From an optimization exercise on the open Yosys and OpenROAD flow, aimed at small area; shortcuts taken in it are not production practice.
In this exercise RTL edits were held to simulation tests only and were not proved equivalent to the original.

Setup of north:
Design butterfly_unit, start of the top module:
module butterfly_unit #(
    parameter Q_IN    = 15,
    parameter Q_DATA = 15,
    parameter Q_OUT   = 15
)(
    input  wire clk,
    input  wire reset,
    input  wire valid_in,
    input  wire signed [Q_IN:0]    a_real, a_imag,
    input  wire signed [Q_IN:0]    b_real, b_imag,
    input  wire signed [Q_DATA:0] W_real, W_imag,
    output reg valid_out,
    output reg signed [Q_OUT:0]   y0_real, y0_imag,
    output reg signed [Q_OUT:0]   y1_real, y1_imag
);
==> flow/config.mk <==
export PLATFORM = sky130hd
export DESIGN_NAME = butterfly_unit
export DESIGN_NICKNAME = butterfly_unit
export VERILOG_FILES = /design/flow/design.v
export SDC_FILE = /design/flow/constraint.sdc
export NUM_CORES = 4
export LEC_CHECK = 0
export CAP_MARGIN = 20
export CORE_MARGIN = 2
export CORE_UTILIZATION = 40
export CTS_BUF_LIST = sky130_fd_sc_hd__clkbuf_8
export PLACE_DENSITY = 0.6
export SLEW_MARGIN = 20
export SYNTH_HIERARCHICAL = 1
==> flow/constraint.sdc <==
create_clock -name core_clock -period 20.0 [get_ports {clk}]
set_input_delay 4.0000 -clock core_clock [delete_from_list [all_inputs] [get_ports {clk}]]
set_output_delay 4.0000 -clock core_clock [all_outputs]
set_load 0.01 [all_outputs]
standard.sh (not shown) runs the stock make flow with config.mk's settings and CLKGATE_MAP_FILE= SYNTH_SCRIPT=/design/flow/synth_recipe.tcl, a recipe that flattens the netlist after the stock synthesis.
==> flow/flow/run.sh <==
#!/bin/bash
set -o pipefail
export BUFFER_PORTS_ARGS="-buffer_cell sky130_fd_sc_hd__buf_1"
export GPL_KEEP_OVERFLOW=0
bash standard.sh > standard.log 2>&1
Relative to north, the following input files were edited for south:
-- flow/flow/run.sh --
<<< north, line 4
export GPL_KEEP_OVERFLOW=0
bash standard.sh > standard.log 2>&1
>>> south, line 4
export GPL_KEEP_OVERFLOW=0
export SETUP_MOVE_SEQUENCE="unbuffer,sizeup,swap"
bash standard.sh > standard.log 2>&1
-- flow/config.mk --
<<< north, line 9
export CORE_MARGIN = 2
export CORE_UTILIZATION = 40
export CTS_BUF_LIST = sky130_fd_sc_hd__clkbuf_8
export PLACE_DENSITY = 0.6
export SLEW_MARGIN = 20
>>> south, line 9
export CORE_MARGIN = 2
export CORE_UTILIZATION = 55
export CTS_BUF_LIST = sky130_fd_sc_hd__clkbuf_8
export PLACE_DENSITY = 0.7
export SLEW_MARGIN = 20
## What came out
Higher number of global-route vias before repair was reported by south, not north. Highest net fanout along the worst path sits higher in south than in north. south completed end to end with timing, DRC and antenna clean. The run with more routed wire is north, not south. [south vs north] total setup buffers inserted after CTS: lower in south. The lower die area came out of south. Delta (south minus north): via count of the routed design flat; final worst-path setup slack decreased 0.044 ns. Height of the die, north and south, higher one = north. In the metrics for north and south, the one carrying the lower worst path arrival time is north.
Input-level comparison between east and south:
-- flow/config.mk --
<<< south, line 9
export CORE_MARGIN = 2
export CORE_UTILIZATION = 55
export CTS_BUF_LIST = sky130_fd_sc_hd__clkbuf_8
export PLACE_DENSITY = 0.7
export SLEW_MARGIN = 20
>>> east, line 9
export CORE_MARGIN = 2
export CORE_UTILIZATION = 40
export CTS_BUF_LIST = sky130_fd_sc_hd__clkbuf_8
export PLACE_DENSITY = 0.6
export SLEW_MARGIN = 20
[summary]
east against south: die extent in x picked up an extra about 17%; global-route usage over all layers lost 9.5 points; relative area change from synthesis to final layout picked up an extra 1.0 points; normalized max-slew margin picked up an extra 6.0 points. [compare] base=south new=east: final standard cell utilization of the core went down by 16 points, count of inserted tapcells went up by 44%, initial standard-cell utilization of the core went down by 15 points. Diff south -> east: wire length picked up an extra 2.0 mm.

* * *

butterfly_unit, a different RTL version from the one above (not shown whole).
Size: ~2000 cells after synthesis, about 23000 sq um of cells after synthesis.
==> flow/config.mk <==
export PLATFORM = sky130hd
export DESIGN_NAME = butterfly_unit
export DESIGN_NICKNAME = butterfly_unit
export VERILOG_FILES = /design/flow/design.v
export SDC_FILE = /design/flow/constraint.sdc
export NUM_CORES = 4
export LEC_CHECK = 0
export CAP_MARGIN = 20
export CORE_MARGIN = 2
export CORE_UTILIZATION = 40
export PLACE_DENSITY = 0.6
export SLEW_MARGIN = 20
export SYNTH_HIERARCHICAL = 1
==> flow/constraint.sdc <==
create_clock -name core_clock -period 20.0 [get_ports {clk}]
set_input_delay 4.0000 -clock core_clock [delete_from_list [all_inputs] [get_ports {clk}]]
set_output_delay 4.0000 -clock core_clock [all_outputs]
set_load 0.01 [all_outputs]
run.sh (not shown) runs the stock make flow with config.mk's settings and CLKGATE_MAP_FILE= SYNTH_SCRIPT=/design/flow/synth_recipe.tcl, a recipe that flattens the netlist after the stock synthesis.
Stock flow here: none of the scripts above is used.
Then changed:
==> flow/flow/run.sh (new file) <==
#!/bin/bash
set -o pipefail
cp standard.sh standard_sh.txt
export BUFFER_PORTS_ARGS="-buffer_cell sky130_fd_sc_hd__buf_1"
bash standard.sh > standard.log 2>&1
==> flow/standard.sh (new file) <==
#!/bin/bash
# synth_recipe.tcl (not shown) runs the flow's synth.tcl, then flattens the netlist and writes it again
# the make line also repeats each setting of config.mk as NAME=value (left out here)
make -C /OpenROAD-flow-scripts/flow DESIGN_CONFIG=/design/flow/config.mk WORK_HOME=/design/flow/orfs CLKGATE_MAP_FILE= SYNTH_SCRIPT=/design/flow/synth_recipe.tcl "${@:-finish}"
removed: flow/run.sh
Result:
- non-clock buffer count went down by 1
- via count went down by 1.1%

==> re-timing with driven ports <==
The flow's constraints put no driver on any port. The routed layouts listed below were extracted and timed again, unchanged, in two steps. Step 1 (the two cells are an assumption about what drives the block):
set clk [get_ports {clk}]
set_driving_cell -lib_cell sky130_fd_sc_hd__clkbuf_16 $clk
set_driving_cell -lib_cell sky130_fd_sc_hd__buf_2 [delete_from_list [all_inputs] $clk]
Step 2 times the ports against the registers' clock, not the clock port: input delays grow and output delays shrink by t, the midpoint of the rising clock arrivals with the driver on. Slacks: ideal / step 1 / step 2; pairs: ideal / step 1.
| run | shift t [ns] | setup slack, ns | clock arrival spread, ns | cell pins on the clock port's net |
|---|---|---|---|---|
| north | 0.394 | 0.416 / 0.434 / 0.040 | 0.013 / 0.013 | 1 |
| south | 0.440 | 0.372 / 0.396 / -0.043 | 0.012 / 0.011 | 1 |
| east | 0.397 | 0.467 / 0.487 / 0.090 | 0.014 / 0.014 | 1 |
| the first run of note 2 | 0.378 | 0.576 / 0.587 / 0.209 | 0.007 / 0.007 | 1 |
| the second run of note 2 | 0.376 | 0.856 / 0.871 / 0.495 | 0.018 / 0.018 | 1 |
With both steps, setup timing fails in south, where it was met with ideal ports. The setup slack of south, which loses most, moves by +0.024 ns with the drivers and by -0.415 ns with both steps.
